Source: an optimization exercise on an open RTL-to-GDS flow (aim: small area and a short achievable clock period). Production flows keep margins and buffers that such runs may drop.
Only simulation tests tie the RTL to the original design; equivalence was not proved.
Power figures rest on the tool's default switching activity, not on a simulated workload.

== v56 ==
## cpu
module cpu (
    input clk, rst,
    output hlt,
    output [15:0] pc,
    output [15:0] mem_addr,
    output mem_enable,
    output mem_wr,
    output [15:0] mem_data_in,
    input [15:0] mem_data_out,
    input mem_data_valid
);
reg [15:0] pc_q;
reg [15:0] id_pc, id_instr;
reg [15:0] ex_pc, ex_instr, ex_rd1, ex_rd2;
reg        ex_regwrite;
reg [15:0] mem_alu, mem_rd2;
reg [3:0]  mem_rd;
reg        mem_memread, mem_memwrite, mem_regwrite, mem_halt;
reg [15:0] wb_alu, wb_mdo;
reg [3:0]  wb_rd;
reg        wb_regwrite, wb_memtoreg, wb_halt;
reg        fz, fv, fn;
wire [15:0] wb_data = wb_memtoreg ? wb_mdo : wb_alu;
wire [3:0] id_op = id_instr[15:12];
wire id_nop = (id_instr == 16'h4000);
wire id_isLB = (id_op == 4'hA) | (id_op == 4'hB);
wire id_rtsel = (id_op == 4'h8) | (id_op == 4'h9) | (id_op == 4'h4) | (id_op == 4'h5) | (id_op == 4'h6);
wire [3:0] id_rs = id_isLB ? id_instr[11:8] : id_instr[7:4];
wire [3:0] id_rt = id_rtsel ? id_instr[11:8] : id_instr[3:0];
wire id_regwrite = ~id_nop & ~((id_op == 4'h9) | (id_op == 4'hC) | (id_op == 4'hD) | (id_op == 4'hF));
wire id_halt = (id_op == 4'hF);
wire id_isB = (id_op == 4'hC);
wire id_isBR = (id_op == 4'hD);
wire id_isBranch = id_isB | id_isBR;
reg [15:0] rf [1:15];
integer ri;
always @(posedge clk) begin
    if (rst) begin
        for (ri = 1; ri < 16; ri = ri + 1) rf[ri] <= 16'h0;
    end else if (wb_regwrite && wb_rd != 4'd0) begin
        rf[wb_rd] <= wb_data;
    end
end
wire [15:0] rf_r1 = (id_rs == 4'd0) ? 16'h0 : rf[id_rs];
wire [15:0] rf_r2 = (id_rt == 4'd0) ? 16'h0 : rf[id_rt];
  ...
Size: about 14000 cells after synthesis, about 70 I/O pins, ~0.13 sq mm of cells after synthesis.
Settings: LEC_CHECK=0, CAP_MARGIN=20, CORE_MARGIN=2, CORE_UTILIZATION=50, CTS_CLUSTER_DIAMETER=60, CTS_CLUSTER_SIZE=22, PLACE_DENSITY=0.75, SLEW_MARGIN=20, SYNTH_HIERARCHICAL=1, SYNTH_MINIMUM_KEEP_SIZE=0; clock period 14.2 ns.
standard.sh (not shown) runs the stock make flow with config.mk's settings and CLKGATE_MAP_FILE= SYNTH_SCRIPT=/design/flow/synth_recipe.tcl, a recipe that flattens the netlist after the stock synthesis.
==> flow/flow/run.sh <==
#!/bin/bash
set -euo pipefail
bash standard.sh SETUP_SLACK_MARGIN=8 finish > standard_flow.log 2>&1
Input changes introduced in v37 (baseline for comparison: v56):
==> flow/flow/run.sh <==
#!/bin/bash
set -euo pipefail
bash standard.sh SETUP_SLACK_MARGIN=9 finish > standard_flow.log 2>&1
diff --git a/flow/config.mk b/flow/config.mk
--- a/flow/config.mk
+++ b/flow/config.mk
@@ -9,8 +9,6 @@
 export CORE_MARGIN = 2
 export CORE_UTILIZATION = 50
-export CTS_CLUSTER_DIAMETER = 60
-export CTS_CLUSTER_SIZE = 22
+export CTS_CLUSTER_DIAMETER = 50
+export CTS_CLUSTER_SIZE = 16
 export PLACE_DENSITY = 0.75
 export SLEW_MARGIN = 20
-export SYNTH_HIERARCHICAL = 1
-export SYNTH_MINIMUM_KEEP_SIZE = 0
[summary]
Relative to v56, the count of plain and timing-repair buffers measured on v37 has decreased slightly. When v37 is measured against v56, its buffer count from post-CTS setup fixing turns out about 1% lower. v37 vs v56 — met2 layer usage reported by global route rose 5.1 points. v37 reached the final stage; the timing, design-rule and antenna checks on its layout passed. NOTE total number of vias v56->v37 increased by more than 10%. Re final global-route overflow total: no difference whatsoever between v56 and v37. v37 vs v56 — number of buffers inserted during clock tree synthesis rose about 70%.
The following lists how v20 was set up differently from v37:
==> flow/flow/run.sh <==
#!/bin/bash
set -euo pipefail
bash standard.sh SETUP_SLACK_MARGIN=8 finish > standard_flow.log 2>&1
diff --git a/flow/config.mk b/flow/config.mk
--- a/flow/config.mk
+++ b/flow/config.mk
@@ -9,6 +9,6 @@
 export CORE_MARGIN = 2
 export CORE_UTILIZATION = 50
-export CTS_CLUSTER_DIAMETER = 50
-export CTS_CLUSTER_SIZE = 16
+export CTS_CLUSTER_DIAMETER = 70
+export CTS_CLUSTER_SIZE = 26
 export PLACE_DENSITY = 0.75
 export SLEW_MARGIN = 20
Notes after the runs:
- Cmp v37 and v20 / worst setup slack / higher: v37
- Sort v37 and v20 by number of nets at the end of the flow asc -> top: v20
- v20 against v37; initial detailed-routing violation count is down slightly.
- v20 — wire length of the first global-routing pass 13 mm lower, v37 as reference
- v20: combinational share of power is 0.3 points higher than what v37 reported.
- The higher clock share of power came out of v37.
- The final routed wire length divided by cell count on v20 is in line with that on v37.

separate check: timing with driven ports:
Ports are ideal in the flow. The routed layouts listed here were re-timed in OpenROAD.
Step 1 sets driving cells, clkbuf_16 on the clock port and buf_2 on the other inputs (assumed; they add their load-dependent delay and slew).
Step 2 times the ports against the registers' clock, not the clock port: input delays grow and output delays shrink by t, the midpoint of the rising clock arrivals with the driver on.
Slacks: ideal / step 1 / step 2; pairs: ideal / step 1.
| run | t, ns | setup slack, ns | worst register clock-pin slew, ns | worst data-port slew with drivers (ns) |
|---|---|---|---|---|
| v56 | 0.975 | 7.134 / 7.134 / 7.134 | 0.10 / 0.10 | 0.14 |
| v37 | 1.084 | 7.093 / 7.085 / 7.093 | 0.08 / 0.08 | 0.16 |
| v20 | 0.970 | 7.028 / 7.028 / 7.028 | 0.11 / 0.11 | 0.08 |
After both steps setup and hold are still met in every run listed.
